Background: an optimization exercise with open tools, aiming at small area and a short achievable clock period. Do not read the settings as production practice.
At most, simulation tests tie the RTL to the original design; equivalence was not proved.
The RTL of run 1 was laid out without a check of its function.
Power and IR drop assume default switching activity.

==> flow/design.v, too long to show whole: its modules and the start of the top module <==
// module movavg: 1683 lines
module movavg(
    input logic clk,
    input logic reset,
    input logic [63:0] din,
    output logic [63:0] dout
);
  // ...
==> flow/flow/run.sh <==
#!/bin/bash
set -euo pipefail
export BUFFER_PORTS_ARGS="-buffer_cell sky130_fd_sc_hd__buf_2"
python3 flow/mknet.py hk4 > netlist.v 2> mknet.log
bash standard.sh VERILOG_FILES="$PWD/netlist.v" ADDER_MAP_FILE= finish > standard_make.log 2>&1
==> flow/standard.sh <==
#!/bin/bash
# synth_recipe.tcl (not shown) runs the flow's synth.tcl, then flattens the netlist and writes it again
# the make line also repeats each setting of config.mk as NAME=value (left out here)
make -C /OpenROAD-flow-scripts/flow DESIGN_CONFIG=/design/flow/config.mk WORK_HOME=/design/flow/orfs CLKGATE_MAP_FILE= SYNTH_SCRIPT=/design/flow/synth_recipe.tcl "${@:-finish}"
==> flow/config.mk <==
export PLATFORM = sky130hd
export DESIGN_NAME = movavg
export DESIGN_NICKNAME = movavg
export VERILOG_FILES = /design/flow/design.v
export SDC_FILE = /design/flow/constraint.sdc
export NUM_CORES = 4
export LEC_CHECK = 0
export CAP_MARGIN = 20
export CORE_MARGIN = 2
export CORE_UTILIZATION = 60
export CTS_BUF_LIST = sky130_fd_sc_hd__clkbuf_4 sky130_fd_sc_hd__clkbuf_8
export PLACE_DENSITY = 0.72
export SETUP_SLACK_MARGIN = 2.0
export SLEW_MARGIN = 20
==> flow/constraint.sdc <==
create_clock -name core_clock -period 7.5 [get_ports {clk}]
set_input_delay 1.5000 -clock core_clock [delete_from_list [all_inputs] [get_ports {clk}]]
set_output_delay 1.5000 -clock core_clock [all_outputs]
set_load 0.01 [all_outputs]
Not shown: flow/flow/mknet.py
==> run_results.csv, run 1 <==
group,metric,value,unit
cts,cts_buffers,17,
synth,synth_area_leaders,"dfxtp_1, fa_1, nor2b_1, xnor2_1, ha_1",
setup_path,cp_data_arrival_time,3.83,ns
detailed_routing,drc_errors,0,
synth,synth_area_leader_cell,"dfxtp_1",
min_path,min_from,"t2[39]",
synth,synthCells,1109,
power_and_ir_drop,internal-power,0.001815,W
detailed_routing,maxUsedRoutingLayer,"met4",
synth,synth_cell_type_count,14,
placed_design,place_inst,1462,
power_and_ir_drop,switching_share,0.3800,
final_layout,nets,1466,
global_routing,track_usage,0.2221,
final_layout,ff_latch_area,3844,µm²
synth,ys_ff_latch,192,
final_layout,reg_top3,"t1 x64, t2 x64, t3 x64",
min_path,min_path_cells,1,
setup_path,worst-path-stages,13,
final_layout,fin_util,0.7096,
final_layout,finalNonFillerCells,1512,
floorplan,core_area,17360,µm²
synth,yosysWarnings,0,
setup_path,cp_top_family,"compound AO/OA/AOI/OAI gates",
global_routing,gr-usage-met2,0.3679,
floorplan,die_y,137.3,µm
cts,postCtsSetupBuffers,1,
power_and_ir_drop,power_leader,"combinational logic",
outcome,status,"finished clean",
cts,cts.path.max_buffers,2,
run,maxCapViolCount,0,
cts,cts_resized,14,
detailed_routing,drt-total-wl,20430,µm
final_layout,signal_buffers,147,
==> run 2, diff against run 1 <==
--- a/flow/design.v
+++ b/flow/design.v
@@ -649,165 +649,136 @@
    logic Gl2_59;
    logic Pl2_59;
    logic iv_15;
    logic Gl2_62;
    logic Pl2_62;
    logic Gl2_63;
    logic Pl2_63;
    logic Gg1_1;
-   logic Gg1_2;
-   logic Pg1_2;
    logic Gg1_3;
    logic Pg1_3;
-   logic Gg1_4;
-   logic Pg1_4;
    logic Gg1_5;
    logic Pg1_5;
-   logic Gg1_6;
-   logic Pg1_6;
    logic Gg1_7;
    logic Pg1_7;
-   logic Gg1_8;
-   logic Pg1_8;
    logic Gg1_9;
    logic Pg1_9;
-   logic Gg1_10;
-   logic Pg1_10;
    logic Gg1_11;
    logic Pg1_11;
-   logic Gg1_12;
-   logic Pg1_12;
    logic Gg1_13;
    logic Pg1_13;
-   logic Gg1_14;
-   logic Pg1_14;
    logic Gg1_15;
    logic Pg1_15;
    logic iv_16;
    logic Gg2_2;
    logic Gg2_3;
-   logic Gg2_4;
-   logic Pg2_4;
-   logic Gg2_5;
-   logic Pg2_5;
+   logic iv_17;
    logic Gg2_6;
    logic Pg2_6;
    logic Gg2_7;
    logic Pg2_7;
-   logic Gg2_8;
-   logic Pg2_8;
-   logic Gg2_9;
-   logic Pg2_9;
+   logic iv_18;
    logic Gg2_10;
    logic Pg2_10;
    logic Gg2_11;
    logic Pg2_11;
-   logic Gg2_12;
-   logic Pg2_12;
-   logic Gg2_13;
-   logic Pg2_13;
+   logic iv_19;
    logic Gg2_14;
    logic Pg2_14;
    logic Gg2_15;
    logic Pg2_15;
    logic Gg4_4;
-   logic iv_17;
+   logic iv_20;
    logic Gg4_5;
    logic Gg4_6;
    logic Gg4_7;
-   logic Gg4_8;
-   logic Pg4_8;
-   logic Gg4_9;
-   logic Pg4_9;
-   logic Gg4_10;
-   logic Pg4_10;
-   logic Gg4_11;
-   logic Pg4_11;
    logic Gg4_12;
    logic Pg4_12;
+   logic iv_21;
    logic Gg4_13;
    logic Pg4_13;
    logic Gg4_14;
    logic Pg4_14;
    logic Gg4_15;
    logic Pg4_15;
+   logic iv_22;
    logic Gg8_8;
    logic Gg8_9;
-   logic iv_18;
+   logic iv_23;
    logic Gg8_10;
-   logic iv_19;
+   logic iv_24;
    logic Gg8_11;
    logic Gg8_12;
    logic Gg8_13;
    logic Gg8_14;
    logic Gg8_15;
    logic Gf_4;
-   logic iv_20;
+   logic iv_25;
    logic Gf_5;
    logic Gf_6;
-   logic iv_21;
+   logic iv_26;
    logic Gf_8;
    logic Gf_9;
-   logic iv_22;
+   logic iv_27;
    logic Gf_10;
    logic Gf_12;
-   logic iv_23;
+   logic iv_28;
    logic Gf_13;
    logic Gf_14;
    logic Gf_16;
-   logic iv_24;
+   logic iv_29;
    logic Gf_17;
    logic Gf_18;
-   logic iv_25;
+   logic iv_30;
    logic Gf_20;
    logic Gf_21;
-   logic iv_26;
+   logic iv_31;
    logic Gf_22;
-   logic iv_27;
+   logic iv_32;
    logic Gf_24;
    logic Gf_25;
-   logic iv_28;
+   logic iv_33;
    logic Gf_26;
-   logic iv_29;
+   logic iv_34;
    logic Gf_28;
    logic Gf_29;
-   logic iv_30;
+   logic iv_35;
    logic Gf_30;
-   logic iv_31;
+   logic iv_36;
    logic Gf_32;
    logic Gf_33;
-   logic iv_32;
+   logic iv_37;
    logic Gf_34;
    logic Gf_36;
-   logic iv_33;
+   logic iv_38;
    logic Gf_37;
    logic Gf_38;
    logic Gf_40;
-   logic iv_34;
+   logic iv_39;
    logic Gf_41;
    logic Gf_42;
    logic Gf_44;
-   logic iv_35;
+   logic iv_40;
    logic Gf_45;
    logic Gf_46;
    logic Gf_48;
-   logic iv_36;
+   logic iv_41;
    logic Gf_49;
    logic Gf_50;
    logic Gf_52;
-   logic iv_37;
+   logic iv_42;
    logic Gf_53;
    logic Gf_54;
    logic Gf_56;
-   logic iv_38;
+   logic iv_43;
    logic Gf_57;
    logic Gf_58;
    logic Gf_60;
-   logic iv_39;
+   logic iv_44;
    logic Gf_61;
    logic Gf_62;
    assign s1_0 = t1[0] ^ t2[0] ^ t3[0];
    assign k1_0 = (t1[0] & t2[0]) | (t1[0] & t3[0]) | (t2[0] & t3[0]);
    assign s2n_0 = ~(din[0] ^ s1_0);
    assign c2n_1 = ~(din[0] & s1_0);
    assign p_0 = ~s2n_0;
    assign s1_1 = t1[1] ^ t2[1] ^ t3[1];
@@ -1449,166 +1420,137 @@
    assign Gl2_59 = ~((Pl1_59 | Gl1_57) & Gl1_59);
    assign Pl2_59 = ~(Pl1_59 | Pl1_57);
    assign iv_15 = ~p_62;
    assign Gl2_62 = ~((iv_15 | Gl1_61) & ~g_62);
    assign Pl2_62 = ~(iv_15 | Pl1_61);
    assign Gl2_63 = ~((Pl1_63 | Gl1_61) & Gl1_63);
    assign Pl2_63 = ~(Pl1_63 | Pl1_61);
    assign Gg1_1 = ~((Pl2_7 & Gl2_3) | Gl2_7);
-   assign Gg1_2 = ~((Pl2_11 & Gl2_7) | Gl2_11);
-   assign Pg1_2 = ~(Pl2_11 & Pl2_7);
    assign Gg1_3 = ~((Pl2_15 & Gl2_11) | Gl2_15);
    assign Pg1_3 = ~(Pl2_15 & Pl2_11);
-   assign Gg1_4 = ~((Pl2_19 & Gl2_15) | Gl2_19);
-   assign Pg1_4 = ~(Pl2_19 & Pl2_15);
    assign Gg1_5 = ~((Pl2_23 & Gl2_19) | Gl2_23);
    assign Pg1_5 = ~(Pl2_23 & Pl2_19);
-   assign Gg1_6 = ~((Pl2_27 & Gl2_23) | Gl2_27);
-   assign Pg1_6 = ~(Pl2_27 & Pl2_23);
    assign Gg1_7 = ~((Pl2_31 & Gl2_27) | Gl2_31);
    assign Pg1_7 = ~(Pl2_31 & Pl2_27);
-   assign Gg1_8 = ~((Pl2_35 & Gl2_31) | Gl2_35);
-   assign Pg1_8 = ~(Pl2_35 & Pl2_31);
    assign Gg1_9 = ~((Pl2_39 & Gl2_35) | Gl2_39);
    assign Pg1_9 = ~(Pl2_39 & Pl2_35);
-   assign Gg1_10 = ~((Pl2_43 & Gl2_39) | Gl2_43);
-   assign Pg1_10 = ~(Pl2_43 & Pl2_39);
    assign Gg1_11 = ~((Pl2_47 & Gl2_43) | Gl2_47);
    assign Pg1_11 = ~(Pl2_47 & Pl2_43);
-   assign Gg1_12 = ~((Pl2_51 & Gl2_47) | Gl2_51);
-   assign Pg1_12 = ~(Pl2_51 & Pl2_47);
    assign Gg1_13 = ~((Pl2_55 & Gl2_51) | Gl2_55);
    assign Pg1_13 = ~(Pl2_55 & Pl2_51);
-   assign Gg1_14 = ~((Pl2_59 & Gl2_55) | Gl2_59);
-   assign Pg1_14 = ~(Pl2_59 & Pl2_55);
    assign Gg1_15 = ~((Pl2_63 & Gl2_59) | Gl2_63);
    assign Pg1_15 = ~(Pl2_63 & Pl2_59);
-   assign iv_16 = ~Gl2_3;
-   assign Gg2_2 = ~((Pg1_2 | iv_16) & Gg1_2);
+   assign iv_16 = ~Pl2_11;
+   assign Gg2_2 = ~((iv_16 | Gg1_1) & ~Gl2_11);
    assign Gg2_3 = ~((Pg1_3 | Gg1_1) & Gg1_3);
-   assign Gg2_4 = ~((Pg1_4 | Gg1_2) & Gg1_4);
-   assign Pg2_4 = ~(Pg1_4 | Pg1_2);
-   assign Gg2_5 = ~((Pg1_5 | Gg1_3) & Gg1_5);
-   assign Pg2_5 = ~(Pg1_5 | Pg1_3);
-   assign Gg2_6 = ~((Pg1_6 | Gg1_4) & Gg1_6);
-   assign Pg2_6 = ~(Pg1_6 | Pg1_4);
+   assign iv_17 = ~Pl2_27;
+   assign Gg2_6 = ~((iv_17 | Gg1_5) & ~Gl2_27);
+   assign Pg2_6 = ~(iv_17 | Pg1_5);
    assign Gg2_7 = ~((Pg1_7 | Gg1_5) & Gg1_7);
    assign Pg2_7 = ~(Pg1_7 | Pg1_5);
-   assign Gg2_8 = ~((Pg1_8 | Gg1_6) & Gg1_8);
-   assign Pg2_8 = ~(Pg1_8 | Pg1_6);
-   assign Gg2_9 = ~((Pg1_9 | Gg1_7) & Gg1_9);
-   assign Pg2_9 = ~(Pg1_9 | Pg1_7);
-   assign Gg2_10 = ~((Pg1_10 | Gg1_8) & Gg1_10);
-   assign Pg2_10 = ~(Pg1_10 | Pg1_8);
+   assign iv_18 = ~Pl2_43;
+   assign Gg2_10 = ~((iv_18 | Gg1_9) & ~Gl2_43);
+   assign Pg2_10 = ~(iv_18 | Pg1_9);
    assign Gg2_11 = ~((Pg1_11 | Gg1_9) & Gg1_11);
    assign Pg2_11 = ~(Pg1_11 | Pg1_9);
-   assign Gg2_12 = ~((Pg1_12 | Gg1_10) & Gg1_12);
-   assign Pg2_12 = ~(Pg1_12 | Pg1_10);
-   assign Gg2_13 = ~((Pg1_13 | Gg1_11) & Gg1_13);
-   assign Pg2_13 = ~(Pg1_13 | Pg1_11);
-   assign Gg2_14 = ~((Pg1_14 | Gg1_12) & Gg1_14);
-   assign Pg2_14 = ~(Pg1_14 | Pg1_12);
+   assign iv_19 = ~Pl2_59;
+   assign Gg2_14 = ~((iv_19 | Gg1_13) & ~Gl2_59);
+   assign Pg2_14 = ~(iv_19 | Pg1_13);
    assign Gg2_15 = ~((Pg1_15 | Gg1_13) & Gg1_15);
    assign Pg2_15 = ~(Pg1_15 | Pg1_13);
-   assign Gg4_4 = ~((Pg2_4 & Gl2_3) | Gg2_4);
-   assign iv_17 = ~Gg1_1;
-   assign Gg4_5 = ~((Pg2_5 & iv_17) | Gg2_5);
-   assign Gg4_6 = ~((Pg2_6 & Gg2_2) | Gg2_6);
+   assign Gg4_4 = ~((Pl2_19 & Gg2_3) | Gl2_19);
+   assign iv_20 = ~Pg1_5;
+   assign Gg4_5 = ~((iv_20 & Gg2_3) | ~Gg1_5);
+   assign Gg4_6 = ~((Pg2_6 & Gg2_3) | Gg2_6);
    assign Gg4_7 = ~((Pg2_7 & Gg2_3) | Gg2_7);
-   assign Gg4_8 = ~((Pg2_8 & Gg2_4) | Gg2_8);
-   assign Pg4_8 = ~(Pg2_8 & Pg2_4);
-   assign Gg4_9 = ~((Pg2_9 & Gg2_5) | Gg2_9);
-   assign Pg4_9 = ~(Pg2_9 & Pg2_5);
-   assign Gg4_10 = ~((Pg2_10 & Gg2_6) | Gg2_10);
-   assign Pg4_10 = ~(Pg2_10 & Pg2_6);
-   assign Gg4_11 = ~((Pg2_11 & Gg2_7) | Gg2_11);
-   assign Pg4_11 = ~(Pg2_11 & Pg2_7);
-   assign Gg4_12 = ~((Pg2_12 & Gg2_8) | Gg2_12);
-   assign Pg4_12 = ~(Pg2_12 & Pg2_8);
-   assign Gg4_13 = ~((Pg2_13 & Gg2_9) | Gg2_13);
-   assign Pg4_13 = ~(Pg2_13 & Pg2_9);
-   assign Gg4_14 = ~((Pg2_14 & Gg2_10) | Gg2_14);
-   assign Pg4_14 = ~(Pg2_14 & Pg2_10);
+   assign Gg4_12 = ~((Pl2_51 & Gg2_11) | Gl2_51);
+   assign Pg4_12 = ~(Pl2_51 & Pg2_11);
+   assign iv_21 = ~Pg1_13;
+   assign Gg4_13 = ~((iv_21 & Gg2_11) | ~Gg1_13);
+   assign Pg4_13 = ~(iv_21 & Pg2_11);
+   assign Gg4_14 = ~((Pg2_14 & Gg2_11) | Gg2_14);
+   assign Pg4_14 = ~(Pg2_14 & Pg2_11);
    assign Gg4_15 = ~((Pg2_15 & Gg2_11) | Gg2_15);
    assign Pg4_15 = ~(Pg2_15 & Pg2_11);
-   assign Gg8_8 = ~((Pg4_8 | iv_16) & Gg4_8);
-   assign Gg8_9 = ~((Pg4_9 | Gg1_1) & Gg4_9);
-   assign iv_18 = ~Gg2_2;
-   assign Gg8_10 = ~((Pg4_10 | iv_18) & Gg4_10);
-   assign iv_19 = ~Gg2_3;
-   assign Gg8_11 = ~((Pg4_11 | iv_19) & Gg4_11);
-   assign Gg8_12 = ~((Pg4_12 | Gg4_4) & Gg4_12);
-   assign Gg8_13 = ~((Pg4_13 | Gg4_5) & Gg4_13);
-   assign Gg8_14 = ~((Pg4_14 | Gg4_6) & Gg4_14);
+   assign iv_22 = ~Pl2_35;
+   assign Gg8_8 = ~((iv_22 | Gg4_7) & ~Gl2_35);
+   assign Gg8_9 = ~((Pg1_9 | Gg4_7) & Gg1_9);
+   assign iv_23 = ~Pg2_10;
+   assign Gg8_10 = ~((iv_23 | Gg4_7) & ~Gg2_10);
+   assign iv_24 = ~Pg2_11;
+   assign Gg8_11 = ~((iv_24 | Gg4_7) & ~Gg2_11);
+   assign Gg8_12 = ~((Pg4_12 | Gg4_7) & Gg4_12);
+   assign Gg8_13 = ~((Pg4_13 | Gg4_7) & Gg4_13);
+   assign Gg8_14 = ~((Pg4_14 | Gg4_7) & Gg4_14);
    assign Gg8_15 = ~((Pg4_15 | Gg4_7) & Gg4_15);
    assign Gf_4 = ~((p_4 & Gl2_3) | g_4);
-   assign iv_20 = ~Pl1_5;
-   assign Gf_5 = ~((iv_20 & Gl2_3) | ~Gl1_5);
+   assign iv_25 = ~Pl1_5;
+   assign Gf_5 = ~((iv_25 & Gl2_3) | ~Gl1_5);
    assign Gf_6 = ~((Pl2_6 & Gl2_3) | Gl2_6);
-   assign iv_21 = ~p_8;
-   assign Gf_8 = ~((iv_21 | Gg1_1) & ~g_8);
+   assign iv_26 = ~p_8;
+   assign Gf_8 = ~((iv_26 | Gg1_1) & ~g_8);
    assign Gf_9 = ~((Pl1_9 | Gg1_1) & Gl1_9);
-   assign iv_22 = ~Pl2_10;
-   assign Gf_10 = ~((iv_22 | Gg1_1) & ~Gl2_10);
+   assign iv_27 = ~Pl2_10;
+   assign Gf_10 = ~((iv_27 | Gg1_1) & ~Gl2_10);
    assign Gf_12 = ~((p_12 & Gg2_2) | g_12);
-   assign iv_23 = ~Pl1_13;
-   assign Gf_13 = ~((iv_23 & Gg2_2) | ~Gl1_13);
+   assign iv_28 = ~Pl1_13;
+   assign Gf_13 = ~((iv_28 & Gg2_2) | ~Gl1_13);
    assign Gf_14 = ~((Pl2_14 & Gg2_2) | Gl2_14);
    assign Gf_16 = ~((p_16 & Gg2_3) | g_16);
-   assign iv_24 = ~Pl1_17;
-   assign Gf_17 = ~((iv_24 & Gg2_3) | ~Gl1_17);
+   assign iv_29 = ~Pl1_17;
+   assign Gf_17 = ~((iv_29 & Gg2_3) | ~Gl1_17);
    assign Gf_18 = ~((Pl2_18 & Gg2_3) | Gl2_18);
-   assign iv_25 = ~p_20;
-   assign Gf_20 = ~((iv_25 | Gg4_4) & ~g_20);
+   assign iv_30 = ~p_20;
+   assign Gf_20 = ~((iv_30 | Gg4_4) & ~g_20);
    assign Gf_21 = ~((Pl1_21 | Gg4_4) & Gl1_21);
-   assign iv_26 = ~Pl2_22;
-   assign Gf_22 = ~((iv_26 | Gg4_4) & ~Gl2_22);
-   assign iv_27 = ~p_24;
-   assign Gf_24 = ~((iv_27 | Gg4_5) & ~g_24);
+   assign iv_31 = ~Pl2_22;
+   assign Gf_22 = ~((iv_31 | Gg4_4) & ~Gl2_22);
+   assign iv_32 = ~p_24;
+   assign Gf_24 = ~((iv_32 | Gg4_5) & ~g_24);
    assign Gf_25 = ~((Pl1_25 | Gg4_5) & Gl1_25);
-   assign iv_28 = ~Pl2_26;
-   assign Gf_26 = ~((iv_28 | Gg4_5) & ~Gl2_26);
-   assign iv_29 = ~p_28;
-   assign Gf_28 = ~((iv_29 | Gg4_6) & ~g_28);
+   assign iv_33 = ~Pl2_26;
+   assign Gf_26 = ~((iv_33 | Gg4_5) & ~Gl2_26);
+   assign iv_34 = ~p_28;
+   assign Gf_28 = ~((iv_34 | Gg4_6) & ~g_28);
    assign Gf_29 = ~((Pl1_29 | Gg4_6) & Gl1_29);
-   assign iv_30 = ~Pl2_30;
-   assign Gf_30 = ~((iv_30 | Gg4_6) & ~Gl2_30);
-   assign iv_31 = ~p_32;
-   assign Gf_32 = ~((iv_31 | Gg4_7) & ~g_32);
+   assign iv_35 = ~Pl2_30;
+   assign Gf_30 = ~((iv_35 | Gg4_6) & ~Gl2_30);
+   assign iv_36 = ~p_32;
+   assign Gf_32 = ~((iv_36 | Gg4_7) & ~g_32);
    assign Gf_33 = ~((Pl1_33 | Gg4_7) & Gl1_33);
-   assign iv_32 = ~Pl2_34;
-   assign Gf_34 = ~((iv_32 | Gg4_7) & ~Gl2_34);
+   assign iv_37 = ~Pl2_34;
+   assign Gf_34 = ~((iv_37 | Gg4_7) & ~Gl2_34);
    assign Gf_36 = ~((p_36 & Gg8_8) | g_36);
-   assign iv_33 = ~Pl1_37;
-   assign Gf_37 = ~((iv_33 & Gg8_8) | ~Gl1_37);
+   assign iv_38 = ~Pl1_37;
+   assign Gf_37 = ~((iv_38 & Gg8_8) | ~Gl1_37);
    assign Gf_38 = ~((Pl2_38 & Gg8_8) | Gl2_38);
    assign Gf_40 = ~((p_40 & Gg8_9) | g_40);
-   assign iv_34 = ~Pl1_41;
-   assign Gf_41 = ~((iv_34 & Gg8_9) | ~Gl1_41);
+   assign iv_39 = ~Pl1_41;
+   assign Gf_41 = ~((iv_39 & Gg8_9) | ~Gl1_41);
    assign Gf_42 = ~((Pl2_42 & Gg8_9) | Gl2_42);
    assign Gf_44 = ~((p_44 & Gg8_10) | g_44);
-   assign iv_35 = ~Pl1_45;
-   assign Gf_45 = ~((iv_35 & Gg8_10) | ~Gl1_45);
+   assign iv_40 = ~Pl1_45;
+   assign Gf_45 = ~((iv_40 & Gg8_10) | ~Gl1_45);
    assign Gf_46 = ~((Pl2_46 & Gg8_10) | Gl2_46);
    assign Gf_48 = ~((p_48 & Gg8_11) | g_48);
-   assign iv_36 = ~Pl1_49;
-   assign Gf_49 = ~((iv_36 & Gg8_11) | ~Gl1_49);
+   assign iv_41 = ~Pl1_49;
+   assign Gf_49 = ~((iv_41 & Gg8_11) | ~Gl1_49);
    assign Gf_50 = ~((Pl2_50 & Gg8_11) | Gl2_50);
    assign Gf_52 = ~((p_52 & Gg8_12) | g_52);
-   assign iv_37 = ~Pl1_53;
-   assign Gf_53 = ~((iv_37 & Gg8_12) | ~Gl1_53);
+   assign iv_42 = ~Pl1_53;
+   assign Gf_53 = ~((iv_42 & Gg8_12) | ~Gl1_53);
    assign Gf_54 = ~((Pl2_54 & Gg8_12) | Gl2_54);
    assign Gf_56 = ~((p_56 & Gg8_13) | g_56);
-   assign iv_38 = ~Pl1_57;
-   assign Gf_57 = ~((iv_38 & Gg8_13) | ~Gl1_57);
+   assign iv_43 = ~Pl1_57;
+   assign Gf_57 = ~((iv_43 & Gg8_13) | ~Gl1_57);
    assign Gf_58 = ~((Pl2_58 & Gg8_13) | Gl2_58);
    assign Gf_60 = ~((p_60 & Gg8_14) | g_60);
-   assign iv_39 = ~Pl1_61;
-   assign Gf_61 = ~((iv_39 & Gg8_14) | ~Gl1_61);
+   assign iv_44 = ~Pl1_61;
+   assign Gf_61 = ~((iv_44 & Gg8_14) | ~Gl1_61);
    assign Gf_62 = ~((Pl2_62 & Gg8_14) | Gl2_62);
    assign dout[2] = p_2 ^ g_1;
    assign dout[3] = ~(p_3 ^ Gl2_2);
    assign dout[4] = p_4 ^ Gl2_3;
    assign dout[5] = ~(p_5 ^ Gf_4);
    assign dout[6] = ~(p_6 ^ Gf_5);
    assign dout[7] = ~(p_7 ^ Gf_6);
    assign dout[8] = ~(p_8 ^ Gg1_1);
==> flow/flow/run.sh (replaced) <==
#!/bin/bash
set -euo pipefail
export BUFFER_PORTS_ARGS="-buffer_cell sky130_fd_sc_hd__buf_2"
python3 flow/mknet.py hs4 > netlist.v 2> mknet.log
bash standard.sh VERILOG_FILES="$PWD/netlist.v" ADDER_MAP_FILE= finish > standard_make.log 2>&1
==> flow/config.mk (replaced) <==
export PLATFORM = sky130hd
export DESIGN_NAME = movavg
export DESIGN_NICKNAME = movavg
export VERILOG_FILES = /design/flow/design.v
export SDC_FILE = /design/flow/constraint.sdc
export NUM_CORES = 4
export LEC_CHECK = 0
export CAP_MARGIN = 20
export CORE_MARGIN = 2
export CORE_UTILIZATION = 55
export CTS_BUF_LIST = sky130_fd_sc_hd__clkbuf_4 sky130_fd_sc_hd__clkbuf_8
export PLACE_DENSITY = 0.68
export SETUP_SLACK_MARGIN = 2.2
export SLEW_MARGIN = 20
==> run 2 against run 1 <==
Against the previous run:
- largest cell class unchanged
- total power increased by 6.5%
- non-clock buffer count increased by 31
- highest routed layer unchanged
- critical path depth increased by 2
==> run_results.csv, run 2 <==
group,metric,value,unit
outcome,status,"finished clean",
floorplan,pin_count,130,
cts,cts_buffers,17,
min_path,min_path_cells,1,
global_routing,grt_pass1_vias,7066,
final_layout,ff_latch_area,3845,µm²
power_and_ir_drop,p_per_area,235.5,nW/µm²
floorplan,core_area,18770,µm²
floorplan,std_cell_rows,50,
sta,hold_violations,0,
power_and_ir_drop,ir_drop,0.1337,mV
sta,finClkSkew,0.01166,ns
synth,synth_area_leader_cell,"dfxtp_1",
min_path,holdPathEnd,"t3[14]",
synth,synth_commonest_cells,"dfxtp_1, nor2b_1, a21oi_1, xnor2_1, nor2_1",
synth,async_reset_ff_frac,0,
sta,min_period,5.236,ns
detailed_routing,drt-total-wl,20370,µm
power_and_ir_drop,p_leak,5.793,nW
placed_design,portBuffers,129,
run,maxCapViolCount,0,
detailed_routing,wl_per_cell,13.38,µm
min_path,min_from,"t2[14]",
final_layout,layout_common_cells,"nor2b_1, dfxtp_1, buf_2",
synth,ys_ff_latch,192,
final_layout,reg_top3,"t1 x64, t2 x64, t3 x64",
cts,cts_num_sinks,192,
cts,cts_root_buffer,"clkbuf_8",
cts,cts_tree,"built",
cts,clk-insertion-delay-late,0.46,ns
synth,synth_cell_type_count,14,
floorplan,die-area,20320,µm²
global_routing,grt_pass1_wl,31750,µm
synth,ys.flop_type,"dfxtp_1",
synth,synth_nets,1273,
synth,synth_top_area_share,0.3640,
final_layout,drive_gt1_frac,0.2811,
cts,htree_levels,4,
setup_path,cp_max_fo,9,
setup_path,cp-end-kind,"output pin",
detailed_routing,via_per_inst,4.919,
floorplan,die_w,142.6,µm
cts,clkSlewWorstSetupHoldPaths,0.09,ns
final_layout,area_growth,25.36,%
setup_path,ff2ff_path_depth,1,
min_path,hold_class,"register to register",
global_routing,antenna_found_initial,0,
sta,setup_viol,0,
setup_path,cp_data_required_time,6.00,ns
detailed_routing,drc_errors,0,
synth,synth_edf_count,0,
power_and_ir_drop,finalPower,0.003117,W
sta,maxSlewHeadroom,0.4175,
detailed_routing,drt_pass1_iterations,4,
sta,worstMarginPinSlew,0.8738,ns
synth,synth_area_leaders,"dfxtp_1, fa_1, nor2b_1, xnor2_1, ha_1",
synth,syn_area,10560,µm²
setup_path,reg2reg_slack,6.86,ns
setup_path,cp_data_arrival_time,3.74,ns
sta,fmax,191.0,MHz
final_layout,nets,1468,
setup_path,r2r_end,"t2[8]",
sta,setup_tns,0,ns
global_routing,grt_overflow_total,0,
sta,post-route-period-util,0.6981,
final_layout,multi_input_area,7480,µm²
floorplan,die_y,142.6,µm
final_layout,fill_cells,1422,
sta,drv_slew,0,
final_layout,layout_commonest_cell,"nor2b_1",
sta,rsz0062_at_grt,"yes",
detailed_routing,ant_nets,0,
detailed_routing,drtIter0Drc,172,
placed_design,place_congestion,0.7770,
setup_path,path_class,"register to output pin",
synth,synthCells,1080,
setup_path,start_kind,"register",
placed_design,hpwlAfterDp,13920,µm
global_routing,grt_start_max_net_pins,104,
detailed_routing,vias,7487,
global_routing,track_usage,0.1928,
synth,syn_avg_cell_area,9.777,µm²
cts,cts.path.max_buffers,2,
floorplan,initial_utilization,0.5626,
synth,synth_seq_area_share,0.3640,
final_layout,antenna_cells,0,
setup_path,reg2reg_from,"t1[8]",
synth,yosysWarnings,0,
-- run 2: per-layer routing --
metal	share of wire	up-vias	GRT usage	wire length, µm
li1	-	3868	-	-
met1	0.46	3494	0.2564	9312
met2	0.49	108	0.3165	10060
met3	0.036	17	0.04610	740
met4	0.012	0	0.05159	251
met5	0	-	0	0
-- run 2: timing repair --
item	4_1_cts	5_1_grt
pin swaps	7	61
setup endpoints to repair	45	42
gates resized for setup	28	144
buffers inserted	7	40
hold buffers	0	0
hold endpoints to repair	0	0
-- run 2: power by group --
group | switching (W) | leakage [nW] | internal [W]
registers | 0.0000282 | 1.58 | 0.00106
logic | 0.000725 | 4.01 | 0.000613
clock network | 0.000362 | 0.203 | 0.000329
total | 0.00111 | 5.79 | 0.00200
-- run 2: cell families (layout without fill, tap and decap cells) --
family	count (synthesis)	in the layout	synth area share
AND/OR/NAND/NOR	328	328	0.1621
XOR/XNOR	189	189	0.1568
AO/OA/AOI/OAI	196	196	0.1033
adder cells (fa/ha/maj)	127	127	0.1960
buffers and inverters	48	256	0.01777
flip-flops	192	192	0.3640
-- run 2: critical path: stages (launching register included) --
cell      delay (ns)
dfxtp_1         0.34
fa_1            0.63
ha_4            0.25
xnor2_4         0.21
xor2_2          0.23
nand2_2         0.10
o21ai_4         0.20
a21oi_4         0.09
o21ai_2         0.14
buf_6           0.14
a21oi_4         0.06
buf_12          0.15
buf_4           0.15
o21bai_1        0.17
xor2_1          0.23
buf_2           0.17
-- run 2: worst max path at each step --
stage	startpoint	to	slack (ns)	depth (start not counted)
global route	t1[34]	dout[61]	2.08	13
global placement	din[3]	dout[62]	1.46	13
CTS	t1[3]	dout[34]	2.20	15
detailed placement	din[3]	dout[62]	1.37	13
finish	t1[3]	dout[33]	2.26	15
floorplan	din[2]	dout[38]	2.22	10
-- run 2: stage by stage --
stage / setup WS (ns) / area [µm²] / hold slack (ns) / cells / util
floorplan: 2.218 / 10560 / 0.4652 / 1080 / -
detailed placement: 1.372 / 11510 / 0.4785 / 1443 / 0.6131
global route: 2.085 / 13240 / 0.4978 / 1522 / 0.7053
finish: 2.264 / 13240 / 0.4794 / 1522 / 0.7053
global placement: 1.460 / 11510 / 0.4704 / 1443 / 0.6131
CTS: 2.201 / 12110 / 0.4838 / 1482 / 0.6452
-- run 2: final cells by class --
type | count | area share
Clock buffer | 21 | 0.02136
Clock inverter | 11 | 0.009642
Inverter | 46 | 0.01304
Multi-Input combinational cell | 840 | 0.5651
Sequential cell | 192 | 0.2905
Tap cell | 234 | 0.02212
Timing Repair Buffer | 178 | 0.07827
==> run 3, diff against run 2 <==
--- a/flow/config.mk
+++ b/flow/config.mk
@@ -12,3 +12,3 @@
 export PLACE_DENSITY = 0.68
-export SETUP_SLACK_MARGIN = 2.2
+export SETUP_SLACK_MARGIN = 2.0
 export SLEW_MARGIN = 20
==> run 3 against run 2 <==
Against the previous run:
- worst setup slack lost 0.021 ns
- first-iteration DRC count grew 41%
- clock power grew 1%
- synthesized area is the same
- die area is the same
- sequential power is essentially flat
- sequential share of layout area grew 2.2 points
- non-clock buffer count shrank 32
- utilization shrank 5.0 points
- hold slack lost 0.0036 ns
==> run_results.csv, run 3 <==
group,metric,value,unit
final_layout,finalNonFillerCells,1491,
final_layout,multi_input_area,6782,µm²
power_and_ir_drop,clock_power_share,0.237,
outcome,status,"finished clean",
sta,setup_viol,0,
global_routing,grt_overflow_total,0,
sta,setup_tns,0,ns
sta,min_period,5.257,ns
final_layout,nets,1436,
synth,async_reset_ff_frac,0,
detailed_routing,vias,7200,
final_layout,area_growth,16.39,%
detailed_routing,wl_per_cell,12.31,µm
min_path,min_from,"t2[0]",
final_layout,layout_common_cells,"nor2b_1, dfxtp_1, buf_2",
floorplan,die_w,142.6,µm
floorplan,initial_utilization,0.5626,
synth,synth_edf_count,0,
synth,yosysWarnings,0,
floorplan,std_cell_rows,50,
final_layout,fin_area,12290,µm²
run,maxCapViolCount,0,
cts,cts_buffers,17,
floorplan,die_y,142.6,µm
detailed_routing,drc_errors,0,
setup_path,cp_max_fo,8,
setup_path,cp-end-kind,"output pin",
global_routing,use_met3,0.04576,
setup_path,path_class,"input port to output pin",
synth,syn_area,10560,µm²
detailed_routing,via_per_inst,4.829,
setup_path,cp_data_arrival_time,3.76,ns
floorplan,core_area,18770,µm²
global_routing,grt_busiest_layer,"met2",
sta,fmax,190.2,MHz
placed_design,place_inst,1444,
final_layout,reg_top3,"t1 x64, t2 x64, t3 x64",
global_routing,grtUsageMet1,0.2438,
synth,ys.flop_type,"dfxtp_1",
synth,synth_area_leaders,"dfxtp_1, fa_1, nor2b_1, xnor2_1, ha_1",
synth,synth_nets,1273,
power_and_ir_drop,p_leak,5.467,nW
synth,synth_area_leader_cell,"dfxtp_1",
synth,synth_cell_type_count,14,
final_layout,fill_cells,1558,
global_routing,track_usage,0.1848,
detailed_routing,drt_pass1_iterations,4,
placed_design,hpwlAfterDp,13780,µm
floorplan,die-area,20320,µm²
sta,finClkSkew,0.01383,ns
final_layout,ff_latch_area,3844,µm²
synth,syn_avg_cell_area,9.777,µm²
detailed_routing,drtIter0Drc,243,
power_and_ir_drop,internal-power,0.001883,W
synth,synth_seq_area_share,0.3640,
power_and_ir_drop,ir_drop,0.1390,mV
min_path,hold_class,"register to register",
cts,cts_root_buffer,"clkbuf_8",
setup_path,start_kind,"input port",
min_path,min_path_cells,1,
placed_design,place_area,11510,µm²
power_and_ir_drop,p_per_area,239.4,nW/µm²
detailed_routing,drt-total-wl,18350,µm
sta,hold_violations,0,
global_routing,antenna_found_initial,1,
final_layout,drive_gt1_frac,0.1736,
sta,post-route-period-util,0.7009,
sta,rsz0062_at_grt,"yes",
synth,synthCells,1080,
power_and_ir_drop,seqPwrFrac,0.370,
detailed_routing,ant_nets,0,
setup_path,r2r_end,"t2[35]",
global_routing,grt_start_max_net_pins,98,
global_routing,gr-usage-met2,0.2988,
sta,drv_slew,0,
synth,ys_ff_latch,192,
synth,synth_top_area_share,0.3640,
cts,clk-insertion-delay-late,0.46,ns
setup_path,reg2reg_from,"t1[35]",
floorplan,pin_count,130,
power_and_ir_drop,combPwrFrac,0.393,
placed_design,portBuffers,129,
cts,htree_levels,4,
cts,cts_num_sinks,192,
setup_path,cp_data_required_time,6.00,ns
setup_path,ff2ff_path_depth,1,
power_and_ir_drop,switching_share,0.3599,
min_path,holdPathEnd,"t3[0]",
global_routing,grt_pass1_vias,6887,
sta,worstMarginPinSlew,0.9432,ns
placed_design,place_congestion,0.8283,
synth,synth_commonest_cells,"dfxtp_1, nor2b_1, a21oi_1, xnor2_1, nor2_1",
cts,clkSlewWorstSetupHoldPaths,0.11,ns
global_routing,grt_pass1_wl,30490,µm
cts,cts.path.max_buffers,2,
cts,cts_tree,"built",
setup_path,reg2reg_slack,6.87,ns
power_and_ir_drop,p_sw,0.001059,W
sta,maxSlewHeadroom,0.3712,
[run 3: kinds of logic (layout without fill, tap and decap cells)]
| kind of cell | Yosys count | count (layout) | share of synthesized area |
|---|---|---|---|
| AOI/OAI and AO/OA | 196 | 196 | 0.1033 |
| xor gates and xnor gates | 189 | 189 | 0.1568 |
| adders and majority gates | 127 | 127 | 0.1960 |
| buffers and inverters | 48 | 224 | 0.01777 |
| DFF | 192 | 192 | 0.3640 |
| other | 0 | 1 | 0 |
| and+or+nand+nor | 328 | 328 | 0.1621 |
[run 3: layout make-up]
| class | count | area share |
|---|---|---|
| Tap cell | 234 | 0.02382 |
| Antenna cell | 1 | 0.0002036 |
| Multi-Input combinational cell | 840 | 0.5518 |
| Clock inverter | 14 | 0.01344 |
| Sequential cell | 192 | 0.3128 |
| Inverter | 46 | 0.01405 |
| Clock buffer | 18 | 0.02016 |
| Timing Repair Buffer | 146 | 0.06373 |
[run 3: metal layers]
metal  share of wire  vias to the layer above  routed length (µm)
met1            0.48                     3251                8801
met5               0                        -                   0
met4           0.017                        0                 308
li1                -                     3827                   -
met2            0.46                      101                8465
met3           0.042                       21                 779
[run 3: worst max-delay path by stage]
stage,start,end,slack [ns],cells past startpoint
after floorplan,din[3],dout[38],2.12,10
after global placement,din[2],dout[51],1.77,14
after detailed placement,din[2],dout[51],1.70,14
after CTS,t1[2],dout[38],1.94,15
after global routing,t1[3],dout[53],1.96,15
final,din[3],dout[53],2.24,14
[run 3: repair_timing]
| action | 4_1_cts | 5_1_grt |
|---|---|---|
| endpoints found under the setup margin | 32 | 39 |
| pin swaps | 1 | 15 |
| cloned | 0 | 1 |
| buffers inserted | 0 | 13 |
| gates resized for setup | 8 | 51 |
| hold buffers | 0 | 0 |
[run 3: metrics by stage]
stage	util	power (W)	setup slack (ns)	hold WS [ns]
4_1_cts	0.6373	0.002910	1.939	0.4813
6_report	0.6548	0.002942	2.243	0.4757
3_3_place_gp	0.6133	0.002183	1.771	0.4696
2_1_floorplan	-	0.001857	2.117	0.4652
5_1_grt	0.6547	0.003148	1.965	0.4995
3_5_place_dp	0.6133	0.002192	1.703	0.4797
[run 3: critical path, cell delays in order]
cell     delay, ns
buf_2         0.13
xnor2_2       0.22
xor2_2        0.24
nand2_1       0.14
o21ai_4       0.22
a21oi_4       0.08
o21ai_1       0.12
buf_4         0.18
a21oi_2       0.10
buf_6         0.17
o21ai_2       0.22
a21oi_1       0.13
xnor2_1       0.15
buf_2         0.15
[run 3: power by group through the flow]
| stage | combinational, W | sequential, W | clock [W] |
|---|---|---|---|
| after floorplan | 0.000750 | 0.00111 | 0 |
| after global placement | 0.00107 | 0.00111 | 0 |
| after detailed placement | 0.00108 | 0.00111 | 0 |
| after CTS | 0.00110 | 0.00109 | 0.000725 |
| after global routing | 0.00129 | 0.00110 | 0.000765 |
| final | 0.00116 | 0.00109 | 0.000698 |
==> run 4, diff against run 3 <==
--- a/flow/config.mk
+++ b/flow/config.mk
@@ -9,5 +9,5 @@
 export CORE_MARGIN = 2
-export CORE_UTILIZATION = 55
+export CORE_UTILIZATION = 65
 export CTS_BUF_LIST = sky130_fd_sc_hd__clkbuf_4 sky130_fd_sc_hd__clkbuf_8
-export PLACE_DENSITY = 0.68
+export PLACE_DENSITY = 0.76
 export SETUP_SLACK_MARGIN = 2.0
==> run 4 against run 3 <==
Against the previous run:
- still clean on timing, DRC and antenna
- register-to-register slack about the same
- first-iteration DRC count rose by 9.9%
- synthesized cell count is the same
- hold slack better by 0.0018 ns
- highest routed layer is now met5
==> run_results.csv, run 4 <==
group,metric,value,unit
placed_design,hpwlAfterDp,14490,µm
detailed_routing,vias,7432,
synth,async_reset_ff_frac,0,
global_routing,track_usage,0.2264,
synth,syn_avg_cell_area,9.777,µm²
setup_path,cp_max_fo,6,
synth,synth_commonest_cells,"dfxtp_1, nor2b_1, a21oi_1, xnor2_1, nor2_1",
final_layout,layout_common_cells,"nor2b_1, dfxtp_1, buf_2",
sta,drv_slew,0,
synth,synthCells,1080,
setup_path,reg2reg_slack,6.86,ns
floorplan,core_area,15890,µm²
sta,rsz0062_at_grt,"yes",
setup_path,start_kind,"register",
global_routing,antenna_found_initial,4,
min_path,min_path_cells,1,
sta,setup_tns,0,ns
detailed_routing,wl_per_cell,13.31,µm
global_routing,grt_pass1_wl,32130,µm
final_layout,fin_util,0.7698,
global_routing,grt_pass1_vias,7285,
final_layout,drive_gt1_frac,0.1740,
final_layout,finalNonFillerCells,1465,
cts,cts_hold_buf,0,
placed_design,portBuffers,129,
final_layout,nets,1427,
cts,cts.path.max_buffers,2,
synth,synth_area_leaders,"dfxtp_1, fa_1, nor2b_1, xnor2_1, ha_1",
placed_design,place_inst,1425,
sta,finClkSkew,0.01343,ns
cts,clkSlewWorstSetupHoldPaths,0.11,ns
setup_path,cp_data_required_time,6.00,ns
synth,synth_cell_type_count,14,
floorplan,initial_utilization,0.6647,
synth,synth_seq_area_share,0.3640,
min_path,hold_class,"register to register",
power_and_ir_drop,ir_drop,0.1891,mV
synth,synth_top_area_share,0.3640,
floorplan,pin_count,130,
detailed_routing,via_per_inst,5.073,
cts,htree_levels,4,
detailed_routing,drt-total-wl,19490,µm
synth,synth_nets,1273,
final_layout,area_growth,15.82,%
cts,cts_root_buffer,"clkbuf_8",
synth,ys.flop_type,"dfxtp_1",
final_layout,reg_top3,"t1 x64, t2 x64, t3 x64",
placed_design,place_congestion,0.8338,
global_routing,grt_start_max_net_pins,102,
setup_path,path_class,"register to output pin",
power_and_ir_drop,p_per_area,240.6,nW/µm²
synth,yosysWarnings,0,
min_path,holdPathEnd,"t3[25]",
run,maxCapViolCount,0,
floorplan,die_w,131.5,µm
sta,worstMarginPinSlew,0.9841,ns
cts,clk-insertion-delay-late,0.47,ns
synth,synth_area_leader_cell,"dfxtp_1",
detailed_routing,drt_pass1_iterations,4,
detailed_routing,drc_errors,0,
floorplan,die_y,131.5,µm
floorplan,std_cell_rows,46,
sta,post-route-period-util,0.7099,
outcome,status,"finished clean",
synth,synth_edf_count,0,
min_path,min_from,"t2[25]",
cts,cts_buffers,17,
sta,maxSlewHeadroom,0.3439,
setup_path,cp_data_arrival_time,3.82,ns
synth,syn_area,10560,µm²
floorplan,die-area,17280,µm²
detailed_routing,ant_nets,0,
setup_path,reg2reg_from,"t2[32]",
synth,ys_ff_latch,192,
setup_path,r2r_end,"t3[32]",
power_and_ir_drop,p_leak,5.435,nW
setup_path,ff2ff_path_depth,1,
detailed_routing,drtIter0Drc,267,
sta,setup_viol,0,
sta,fmax,187.8,MHz
cts,cts_tree,"built",
global_routing,grt_overflow_total,0,
sta,hold_violations,0,
cts,cts_num_sinks,192,
setup_path,cp-end-kind,"output pin",
sta,min_period,5.324,ns
==> run 4: cell counts after synthesis <==
Identical to the previous run, type by type.
==> run 4: metrics by stage <==
| step | hold WS, ns | area, µm² | power [W] | setup WS (ns) |
|---|---|---|---|---|
| 2_1_floorplan | 0.4652 | 10560 | 0.001857 | 2.117 |
| 3_3_place_gp | 0.4712 | 11480 | 0.002171 | 1.525 |
| 3_5_place_dp | 0.4794 | 11480 | 0.002192 | 1.384 |
| 4_1_cts | 0.4775 | 11930 | 0.002913 | 1.918 |
| 5_1_grt | 0.4869 | 12230 | 0.003128 | 1.964 |
| 6_report | 0.4775 | 12230 | 0.002942 | 2.176 |
==> run 4: worst max-delay path, cell delays in order (launching register included) <==
cell and delay [ns]:
dfxtp_1 0.35, fa_1 0.47, ha_1 0.37, xnor2_2 0.23, nor2_1 0.13, a21oi_2 0.21, o21ai_4 0.11, a21oi_4 0.28
o21ai_4 0.11, a21oi_2 0.24, buf_2 0.25, o21bai_2 0.11, a21boi_0 0.22, xnor2_1 0.13, buf_2 0.14
==> run 4: power by group <==
part | switching [W] | internal, W
clock network | 0.000396 | 0.000313
registers | 0.0000284 | 0.00106
logic | 0.000656 | 0.000488
total | 0.00108 | 0.00186
==> run 4: final cells by class <==
class	instances	area, µm²
Antenna cell	2	5.005
Clock buffer	17	234.0
Clock inverter	15	192.7
Fill cell	1152	3656
Inverter	46	172.7
Multi-Input combinational cell	840	6798
Sequential cell	192	3844
Tap cell	216	270.3
Timing Repair Buffer	137	713.2
==> run 4: how the worst max path moves through the flow <==
stage,from,end,cells after the start
floorplan,din[3],dout[38],10
global placement,din[2],dout[62],13
detailed placement,din[2],dout[62],13
CTS,t1[1],dout[58],14
global route,t1[4],dout[46],14
finish,t1[2],dout[46],14
==> run 4: timing repair <==
item                                    in CTS  in global routing
endpoints found under the setup margin      46                 41
gates cloned                                 0                  1
endpoints found under the hold margin        0                  0
pin swaps                                    1                  7
resized for setup                            5                 52
setup buffers                                1                  4
==> run 4: kinds of logic after synthesis <==
logic type / count (synthesis) / share of synthesized area
flops: 192 / 0.3640
compound gates: 196 / 0.1033
fa+ha+maj: 127 / 0.1960
xor+xnor: 189 / 0.1568
buf+inv: 48 / 0.01777
simple gates: 328 / 0.1621
==> run 4: routing by layer <==
layer	share of wire	global-route usage	wire, µm
met2	0.50	0.3909	9780
met3	0.034	0.05015	654
met1	0.45	0.2838	8726
met5	0.0014	0	27
met4	0.016	0.06944	305
==> run 5, diff against run 4 <==
--- a/flow/config.mk
+++ b/flow/config.mk
@@ -9,6 +9,6 @@
 export CORE_MARGIN = 2
-export CORE_UTILIZATION = 65
+export CORE_UTILIZATION = 60
 export CTS_BUF_LIST = sky130_fd_sc_hd__clkbuf_4 sky130_fd_sc_hd__clkbuf_8
-export PLACE_DENSITY = 0.76
-export SETUP_SLACK_MARGIN = 2.0
+export PLACE_DENSITY = 0.72
+export SETUP_SLACK_MARGIN = 1.8
 export SLEW_MARGIN = 20
==> run 5 against run 4 <==
Against the previous run:
- still clean on timing, DRC and antenna
- synthesized area did not move
- register-to-register slack hardly changed
- via count decreased by 2.0%
- largest cell class unchanged
- highest routed layer unchanged
==> run_results.csv, run 5 <==
group,metric,value,unit
synth,async_reset_ff_frac,0,
final_layout,reg_top3,"t1 x64, t2 x64, t3 x64",
synth,synth_commonest_cells,"dfxtp_1, nor2b_1, a21oi_1, xnor2_1, nor2_1",
floorplan,die_y,136.7,µm
sta,maxSlewHeadroom,0.4367,
power_and_ir_drop,p_leak,5.338,nW
synth,synthCells,1080,
final_layout,fin_area,12000,µm²
final_layout,drive_gt1_frac,0.1433,
floorplan,pin_count,130,
setup_path,path_buf_inv,3,
cts,cts_num_sinks,192,
sta,rsz0062_at_grt,"yes",
detailed_routing,drtIter0Drc,242,
run,maxCapViolCount,0,
sta,min_period,5.414,ns
setup_path,r2r_end,"t2[9]",
cts,cts_buffers,17,
setup_path,worst-path-stages,13,
synth,yosysWarnings,0,
setup_path,critical_path.startpoint,"din[3]",
sta,finClkSkew,0.01320,ns
setup_path,start_kind,"input port",
setup_path,path_class,"input port to output pin",
min_path,hold_class,"register to register",
global_routing,grt_start_max_net_pins,107,
setup_path,cp_data_required_time,6.00,ns
setup_path,ff2ff_path_depth,1,
power_and_ir_drop,seqPwrFrac,0.378,
sta,worstMarginPinSlew,0.8449,ns
setup_path,path_cells,"buf_2, xnor2_1, xor2_1, nand2_1, o21ai_4, a21oi_4, o21ai_4, a21oi_1, buf_4, o21bai_2, a21boi_0, xnor2_1, buf_2",
power_and_ir_drop,combPwrFrac,0.379,
detailed_routing,drt-total-wl,18410,µm
floorplan,die-area,18670,µm²
power_and_ir_drop,p_sw,0.001012,W
power_and_ir_drop,p_per_area,240.1,nW/µm²
sta,post-route-period-util,0.7219,
detailed_routing,via_per_inst,4.953,
global_routing,grt_overflow_total,0,
synth,synth_area_leader_cell,"dfxtp_1",
synth,ys_ff_latch,192,
setup_path,cp_data_arrival_time,3.91,ns
floorplan,std_cell_rows,48,
synth,synth_nets,1273,
cts,cts_tree,"built",
global_routing,track_usage,0.2059,
final_layout,area_growth,13.66,%
placed_design,hpwlAfterDp,14020,µm
setup_path,max_stage_delay,0.29,ns
sta,hold_violations,0,
setup_path,worst_setup_path_endpoint,"dout[50]",
global_routing,grt_pass1_vias,7062,
detailed_routing,vias,7281,
final_layout,layout_common_cells,"nor2b_1, dfxtp_1, buf_2",
global_routing,grt_pass1_wl,31030,µm
power_and_ir_drop,ir_drop,0.1644,mV
cts,htree_levels,4,
setup_path,reg2reg_from,"t1[9]",
placed_design,portBuffers,129,
setup_path,cp_max_fo,11,
power_and_ir_drop,internal-power,0.001870,W
sta,setup_viol,0,
outcome,status,"finished clean",
detailed_routing,wl_per_cell,12.52,µm
setup_path,cp_top_family,"compound AO/OA/AOI/OAI gates",
power_and_ir_drop,clock_power_share,0.243,
setup_path,reg2reg_slack,6.86,ns
detailed_routing,ant_nets,0,
synth,syn_area,10560,µm²
floorplan,initial_utilization,0.6126,
final_layout,nets,1423,
cts,clkSlewWorstSetupHoldPaths,0.10,ns
detailed_routing,drc_errors,0,
setup_path,cpMaxStageDelayCell,"xor2_1",
cts,cts.path.max_buffers,2,
synth,ys.flop_type,"dfxtp_1",
synth,synth_area_leaders,"dfxtp_1, fa_1, nor2b_1, xnor2_1, ha_1",
synth,syn_avg_cell_area,9.777,µm²
synth,synth_top_area_share,0.3640,
sta,setup_tns,0,ns
cts,clk-insertion-delay-late,0.45,ns
setup_path,cp-end-kind,"output pin",
placed_design,place_area,11490,µm²
floorplan,die_w,136.7,µm
power_and_ir_drop,finalPower,0.002882,W
power_and_ir_drop,switching_share,0.3510,
global_routing,antenna_found_initial,3,
floorplan,core_area,17240,µm²
sta,fmax,184.7,MHz
placed_design,place_congestion,0.8241,
final_layout,fin_util,0.6963,
cts,cts_root_buffer,"clkbuf_8",
synth,synth_edf_count,0,
synth,synth_seq_area_share,0.3640,
synth,synth_cell_type_count,14,
detailed_routing,drt_pass1_iterations,4,
sta,drv_slew,0,
## run 5: cell counts after synthesis
No cell type changed its count.
## run 5: repair_timing
item,CTS,global route
resized for setup,4,13
hold buffers,0,0
pin swaps,0,2
setup endpoints to repair,40,22
cloned,0,0
setup buffers,0,2
## run 5: metrics by stage
stage          worst slack (ns)  hold WS (ns)  std cells
2_1_floorplan             2.117        0.4652       1080
3_3_place_gp              1.480        0.4706       1434
3_5_place_dp              1.390        0.4771       1434
4_1_cts                   1.841        0.4845       1465
5_1_grt                   1.783        0.4853       1469
6_report                  2.086        0.4830       1470
## run 5: power by group through the flow
stage / combinational [W] / sequential [W] / clock, W
finish: 0.00109 / 0.00109 / 0.000701
floorplan: 0.000750 / 0.00111 / 0
CTS: 0.00109 / 0.00109 / 0.000723
detailed placement: 0.00107 / 0.00111 / 0
global placement: 0.00106 / 0.00111 / 0
global route: 0.00122 / 0.00110 / 0.000765
## run 5: area by class of cell
| type | instances | area, µm² |
|---|---|---|
| Antenna cell | 3 | 7.507 |
| Fill cell | 1425 | 5235 |
| Multi-Input combinational cell | 840 | 6601 |
| Clock inverter | 12 | 157.7 |
| Sequential cell | 192 | 3844 |
| Timing Repair Buffer | 133 | 681.9 |
| Clock buffer | 19 | 255.2 |
| Tap cell | 225 | 281.5 |
| Inverter | 46 | 172.7 |
## run 5: routing by layer
| metal | share of wire | vias up | track usage |
|---|---|---|---|
| met1 | 0.47 | 3357 | 0.2637 |
| met5 | 0.00038 | - | 0 |
| met3 | 0.046 | 13 | 0.05704 |
| met4 | 0.0090 | 2 | 0.05382 |
| met2 | 0.47 | 103 | 0.3433 |
| li1 | - | 3806 | - |
## run 5: kinds of logic (layout without fill, tap and decap cells)
family / count (synthesis) / count (layout) / synth area share
and+or+nand+nor: 328 / 328 / 0.1621
buffers and inverters: 48 / 210 / 0.01777
xor gates and xnor gates: 189 / 189 / 0.1568
other: 0 / 3 / 0
AOI/OAI and AO/OA: 196 / 196 / 0.1033
DFF: 192 / 192 / 0.3640
adders and majority gates: 127 / 127 / 0.1960
## run 5: how the worst min path moves through the flow
stage	startpoint	to	slack, ns	cells after the start
finish	t2[25]	t3[25]	0.48	1
global route	t2[46]	t3[46]	0.49	1
CTS	t2[26]	t3[26]	0.48	1
detailed placement	t2[59]	t3[59]	0.48	1
global placement	t2[14]	t3[14]	0.47	1
floorplan	t2[0]	t3[0]	0.47	1
==> run 6, diff against run 5 <==
--- a/flow/config.mk
+++ b/flow/config.mk
@@ -12,3 +12,3 @@
 export PLACE_DENSITY = 0.72
-export SETUP_SLACK_MARGIN = 1.8
+export SETUP_SLACK_MARGIN = 2.0
 export SLEW_MARGIN = 20
==> run 6 against run 5 <==
Against the previous run:
- still clean on timing, DRC and antenna
- clock power about the same
- sequential share of layout area decreased by 0.39 points
- fmax increased by 2.4%
- largest power group is now combinational logic
==> run_results.csv, run 6 <==
group,metric,value,unit
outcome,status,"finished clean",
setup_path,path_class,"register to output pin",
setup_path,cpMaxStageDelayCell,"fa_1",
setup_path,r2r_end,"t2[9]",
detailed_routing,vias,7337,
detailed_routing,wl_per_cell,12.81,µm
cts,clk-insertion-delay-late,0.45,ns
sta,drv_slew,0,
synth,ys.flop_type,"dfxtp_1",
final_layout,fill_cells,1399,
synth,synth_compound_area_frac,0.1033,
power_and_ir_drop,p_sw,0.001028,W
setup_path,reg2reg_from,"t1[9]",
synth,synth_top_family_by_area,"adder cells",
floorplan,core_area,17240,µm²
setup_path,cp_max_fo,11,
synth,synth-simple-area-share,0.1621,
floorplan,pin_count,130,
synth,yosysWarnings,0,
global_routing,track_usage,0.2064,
synth,synth_nets,1273,
sta,post-route-period-util,0.7052,
cts,clkSlewWorstSetupHoldPaths,0.10,ns
min_path,min_path_cells,1,
sta,min_period,5.289,ns
detailed_routing,via_per_inst,4.974,
floorplan,std_cell_rows,48,
placed_design,dp_slack,1.390,ns
power_and_ir_drop,internal-power,0.001888,W
synth,synth_mux_area_frac,0,
synth,synth_seq_area_share,0.3640,
synth,synth_commonest_cells,"dfxtp_1, nor2b_1, a21oi_1, xnor2_1, nor2_1",
setup_path,path_cells,"fa_1, ha_1, xnor2_1, xor2_1, nand2_1, nor2_2, a21oi_4, o21ai_4, a21oi_1, buf_6, o21bai_2, a21boi_0, xnor2_1, buf_2",
placed_design,place_congestion,0.8241,
floorplan,die-area,18670,µm²
placed_design,hpwlAfterDp,14020,µm
power_and_ir_drop,switching_share,0.3526,
setup_path,cpMostUsedCell,"xnor2_1",
detailed_routing,ant_nets,0,
cts,cts_num_sinks,192,
synth,synthCells,1080,
sta,setup_tns,0,ns
cts,cts_buffers,17,
detailed_routing,drc_errors,0,
synth,synth_xor_area_frac,0.1568,
setup_path,cp-end-kind,"output pin",
synth,synth_cell_type_count,14,
sta,maxSlewHeadroom,0.4323,
detailed_routing,drt_pass1_iterations,4,
setup_path,reg2reg_slack,6.86,ns
sta,worstMarginPinSlew,0.8516,ns
synth,async_reset_ff_frac,0,
min_path,min_from,"t2[25]",
sta,setup_viol,0,
floorplan,initial_utilization,0.6126,
run,maxCapViolCount,0,
synth,synthAdderAreaFrac,0.1960,
setup_path,cp_data_arrival_time,3.79,ns
synth,synth_area_leaders,"dfxtp_1, fa_1, nor2b_1, xnor2_1, ha_1",
cts,cts_tree,"built",
global_routing,grt_overflow_total,0,
final_layout,nets,1428,
detailed_routing,drt-total-wl,18890,µm
sta,rsz0062_at_grt,"yes",
power_and_ir_drop,p_per_area,240.0,nW/µm²
cts,cts.path.max_buffers,2,
synth,synth_edf_count,0,
global_routing,grt_pass1_vias,7067,
setup_path,max_stage_delay,0.49,ns
placed_design,portBuffers,129,
synth,synth_area_leader_cell,"dfxtp_1",
power_and_ir_drop,ir_drop,0.1645,mV
global_routing,grt_start_max_net_pins,107,
power_and_ir_drop,p_leak,5.392,nW
min_path,hold_class,"register to register",
synth,syn_area,10560,µm²
setup_path,start_kind,"register",
setup_path,critical_path.startpoint,"t1[6]",
final_layout,layout_common_cells,"nor2b_1, dfxtp_1, buf_2",
global_routing,grt_pass1_wl,31110,µm
setup_path,cp_data_required_time,6.00,ns
floorplan,die_w,136.7,µm
detailed_routing,drtIter0Drc,264,
synth,syn_avg_cell_area,9.777,µm²
final_layout,area_growth,15.07,%
power_and_ir_drop,seqPwrFrac,0.373,
floorplan,die_y,136.7,µm
final_layout,drive_gt1_frac,0.1636,
sta,finClkSkew,0.01302,ns
synth,synth_top_area_share,0.3640,
sta,hold_violations,0,
global_routing,antenna_found_initial,3,
setup_path,ff2ff_path_depth,1,
cts,htree_levels,4,
sta,fmax,189.1,MHz
cts,cts_root_buffer,"clkbuf_8",
synth,ys_ff_latch,192,
final_layout,reg_top3,"t1 x64, t2 x64, t3 x64",
sta,fin_ws,2.211,ns
power_and_ir_drop,combPwrFrac,0.387,
setup_path,worst_setup_path_endpoint,"dout[50]",
power_and_ir_drop,clock_power_share,0.240,
==> run 6: worst min path at each step <==
stage,slack [ns],to
3_5_place_dp,0.48,t3[59]
5_1_grt,0.49,t3[46]
3_3_place_gp,0.47,t3[14]
4_1_cts,0.48,t3[26]
2_1_floorplan,0.47,t3[0]
6_report,0.48,t3[25]
==> run 6: routing by layer <==
layer	track usage	vias to the layer above	wire length, µm
met4	0.05382	2	156
met1	0.2647	3403	8823
met5	0	-	7
li1	-	3815	-
met3	0.05704	11	797
met2	0.3442	106	9108
==> run 6: cells by family after synthesis <==
logic type,after synthesis
simple gates,328
flops,192
xor+xnor,189
compound gates,196
fa+ha+maj,127
buf+inv,48
==> run 6: cell type report <==
cell class              count  area, µm²  area share
diodes                      3      7.507   0.0006179
clock buffers              19      255.2     0.02101
clock inverters            12      157.7     0.01297
inverters                  46      172.7     0.01421
multi-input cells         840       6709      0.5522
flip-flops and latches    192       3844      0.3163
well taps                 225      281.5     0.02317
repair buffers            138      723.2     0.05952
==> run 6: through the flow <==
step | cells | hold WS [ns] | total power (W) | util | area (µm²)
after global placement | 1434 | 0.4706 | 0.002174 | 0.6667 | 11490
final | 1475 | 0.4816 | 0.002916 | 0.7049 | 12150
after floorplan | 1080 | 0.4652 | 0.001857 | - | 10560
after CTS | 1466 | 0.4845 | 0.002907 | 0.6931 | 11950
after global routing | 1474 | 0.4853 | 0.003116 | 0.7048 | 12150
after detailed placement | 1434 | 0.4771 | 0.002187 | 0.6667 | 11490
==> run 6: worst max-delay path: cells and delay by family, from the launching register on <==
family                   cells  cell delay, ns
AO/OA/AOI/OAI                5            0.76
AND/OR/NAND/NOR              2            0.36
flip-flops                   1            0.34
adder cells (fa/ha/maj)      2            0.85
buffers and inverters        2            0.32
XOR/XNOR                     3            0.71
==> run 6: power groups by stage <==
stage          Clock [W]  Combinational, W  Sequential, W
2_1_floorplan          0          0.000750        0.00111
3_3_place_gp           0           0.00106        0.00111
3_5_place_dp           0           0.00107        0.00111
4_1_cts         0.000723           0.00109        0.00109
5_1_grt         0.000765           0.00125        0.00110
6_report        0.000700           0.00113        0.00109
==> run 6: repair_timing <==
item | 4_1_cts | 5_1_grt
hold buffers | 0 | 0
setup endpoints to repair | 46 | 37
pin swaps | 1 | 8
endpoints found under the hold margin | 0 | 0
setup buffers | 1 | 6
gates resized for setup | 8 | 35
==> run 7, diff against run 6 <==
--- a/flow/flow/mknet.py
+++ b/flow/flow/mknet.py
@@ -15,2 +15,3 @@
 kind = sys.argv[1] if len(sys.argv) > 1 else "sp8"
+kind_arg = kind
 rtl = "--rtl" in sys.argv
@@ -352,3 +353,3 @@
 if not rtl:
-    print("// Generated by mknet.py " + kind)
+    print("// Generated by mknet.py " + kind_arg)
     print("module movavg(clk, reset, din, dout);")
@@ -379,3 +380,3 @@
     body += ["  " + a for a in assigns]
-    print(f"""// Generated by gen/mknet.py {kind} --rtl: the same circuit as the layout flow's netlist,
+    print(f"""// Generated by gen/mknet.py {kind_arg} --rtl: the same circuit as the layout flow's netlist,
 // written as plain logic.
--- a/flow/config.mk
+++ b/flow/config.mk
@@ -10,3 +10,5 @@
 export CORE_UTILIZATION = 60
-export CTS_BUF_LIST = sky130_fd_sc_hd__clkbuf_4 sky130_fd_sc_hd__clkbuf_8
+export CTS_BUF_LIST = sky130_fd_sc_hd__clkbuf_8
+export CTS_CLUSTER_DIAMETER = 100
+export CTS_CLUSTER_SIZE = 30
 export PLACE_DENSITY = 0.72
==> run 7 against run 6 <==
Against the previous run:
- still clean on timing, DRC and antenna
- die area unchanged
- register-to-register slack hardly changed
- sequential share of layout area is essentially flat
- via count unchanged
- synthesized area did not move
- flip-flop and latch count did not move
- first-iteration DRC count did not move
- utilization barely moved
- hold slack unchanged
- cell count is the same
- critical endpoint unchanged
- largest power group unchanged
==> run_results.csv, run 7 <==
group,metric,value,unit
setup_path,path_class,"register to output pin",
detailed_routing,drt-total-wl,18890,µm
floorplan,core_area,17240,µm²
detailed_routing,drt_pass1_iterations,4,
sta,min_period,5.289,ns
detailed_routing,vias,7337,
min_path,hold_class,"register to register",
global_routing,track_usage,0.2064,
setup_path,ff2ff_path_depth,1,
synth,synth_area_leader_cell,"dfxtp_1",
cts,cts_root_buffer,"clkbuf_8",
power_and_ir_drop,p_leak,5.393,nW
sta,maxSlewHeadroom,0.4323,
outcome,status,"finished clean",
synth,ys.flop_type,"dfxtp_1",
sta,setup_tns,0,ns
power_and_ir_drop,ir_drop,0.1645,mV
sta,rsz0062_at_grt,"yes",
power_and_ir_drop,p_per_area,239.7,nW/µm²
setup_path,r2r_end,"t2[9]",
setup_path,start_kind,"register",
final_layout,area_growth,15.04,%
synth,synthCells,1080,
final_layout,nets,1428,
sta,hold_violations,0,
setup_path,cpMostUsedCell,"xnor2_1",
setup_path,reg2reg_slack,6.86,ns
sta,setup_viol,0,
floorplan,initial_utilization,0.6126,
floorplan,die_y,136.7,µm
global_routing,antenna_found_initial,3,
synth,yosysWarnings,0,
cts,cts.path.max_buffers,2,
detailed_routing,ant_nets,0,
cts,cts_num_sinks,192,
sta,whs,0.4816,ns
setup_path,cpMaxStageDelayCell,"fa_1",
setup_path,cp-end-kind,"output pin",
synth,synth_edf_count,0,
floorplan,die-area,18670,µm²
setup_path,cp_max_fo,11,
final_layout,reg_top3,"t1 x64, t2 x64, t3 x64",
placed_design,hpwlAfterDp,14020,µm
setup_path,path_cells,"fa_1, ha_1, xnor2_1, xor2_1, nand2_1, nor2_2, a21oi_4, o21ai_4, a21oi_1, buf_6, o21bai_2, a21boi_0, xnor2_1, buf_2",
synth,synth_cell_type_count,14,
synth,syn_avg_cell_area,9.777,µm²
sta,finClkSkew,0.01302,ns
cts,clk-insertion-delay-late,0.45,ns
setup_path,cp_data_required_time,6.00,ns
global_routing,grt_pass1_wl,31110,µm
placed_design,dp_slack,1.390,ns
sta,drv_slew,0,
synth,synth_area_leaders,"dfxtp_1, fa_1, nor2b_1, xnor2_1, ha_1",
sta,fin_ws,2.211,ns
cts,htree_levels,4,
final_layout,drive_gt1_frac,0.1628,
synth,synth_seq_area_share,0.3640,
setup_path,path_buf_inv,2,
min_path,min_from,"t2[25]",
synth,ys_ff_latch,192,
detailed_routing,via_per_inst,4.974,
synth,syn_area,10560,µm²
global_routing,grt_overflow_total,0,
min_path,min_path_cells,1,
detailed_routing,drtIter0Drc,264,
setup_path,cp_top_family,"adder cells",
floorplan,die_w,136.7,µm
synth,synth_nets,1273,
detailed_routing,wl_per_cell,12.81,µm
setup_path,reg2reg_from,"t1[9]",
min_path,holdPathEnd,"t3[25]",
==> run 7: through the flow <==
stage          instances  utilization  power [W]  cell area [µm²]
2_1_floorplan       1080            -   0.001857            10560
3_3_place_gp        1434       0.6667   0.002174            11490
3_5_place_dp        1434       0.6667   0.002187            11490
4_1_cts             1466       0.6929   0.002902            11940
5_1_grt             1474       0.7046   0.003111            12140
6_report            1475       0.7047   0.002911            12150
==> run 7: repair_timing <==
action | CTS | global route
buffers inserted | 1 | 6
pin swaps | 1 | 8
gates resized for setup | 8 | 35
setup endpoints to repair | 46 | 37
cloned | 0 | 0
==> run 7: logic make-up (layout without fill, tap and decap cells) <==
group / count (synthesis) / count (layout) / share of synthesized area
XOR/XNOR: 189 / 189 / 0.1568
other: 0 / 3 / 0
flip-flops: 192 / 192 / 0.3640
AND/OR/NAND/NOR: 328 / 328 / 0.1621
adder cells (fa/ha/maj): 127 / 127 / 0.1960
buffers and inverters: 48 / 215 / 0.01777
AO/OA/AOI/OAI: 196 / 196 / 0.1033
==> run 7: how the worst max path moves through the flow <==
stage | start | to | slack, ns | cells after the start
3_3_place_gp | din[2] | dout[51] | 1.48 | 13
6_report | t1[6] | dout[50] | 2.21 | 14
2_1_floorplan | din[3] | dout[38] | 2.12 | 10
4_1_cts | t1[2] | dout[42] | 1.97 | 14
5_1_grt | t1[6] | dout[62] | 1.92 | 14
3_5_place_dp | din[2] | dout[62] | 1.39 | 13
==> run 7: metal layers <==
metal / up-vias / part of all wire / GRT usage / routed length [µm]
li1: 3815 / - / - / -
met1: 3403 / 0.47 / 0.2647 / 8822
met2: 106 / 0.48 / 0.3442 / 9108
met3: 11 / 0.042 / 0.05704 / 797
met4: 2 / 0.0083 / 0.05382 / 156
met5: - / 0.00037 / 0 / 7
==> run 7: final cells by class <==
cell class,count,area [µm²]
flip-flops and latches,192,3844
clock buffers,18,247.7
well taps,225,281.5
diodes,3,7.507
repair buffers,138,723.2
fillers,1400,5090
inverters,46,172.7
multi-input cells,840,6709
clock inverters,13,161.4
==> run 7: power by group <==
| group | leakage, nW | switching, W | internal, W |
|---|---|---|---|
| clock | 0.203 | 0.000357 | 0.000338 |
| combinational | 3.61 | 0.000643 | 0.000484 |
| sequential | 1.58 | 0.0000280 | 0.00106 |
| total | 5.39 | 0.00103 | 0.00188 |

Re-timed with assumed drivers on the ports (clkbuf_16 on the clock, buf_2 on other inputs), run 7 has 2.171 ns of setup slack against 2.211 ns with ideal ports, and 2.188 ns once port delays also move by the mid clock arrival of 0.482 ns.
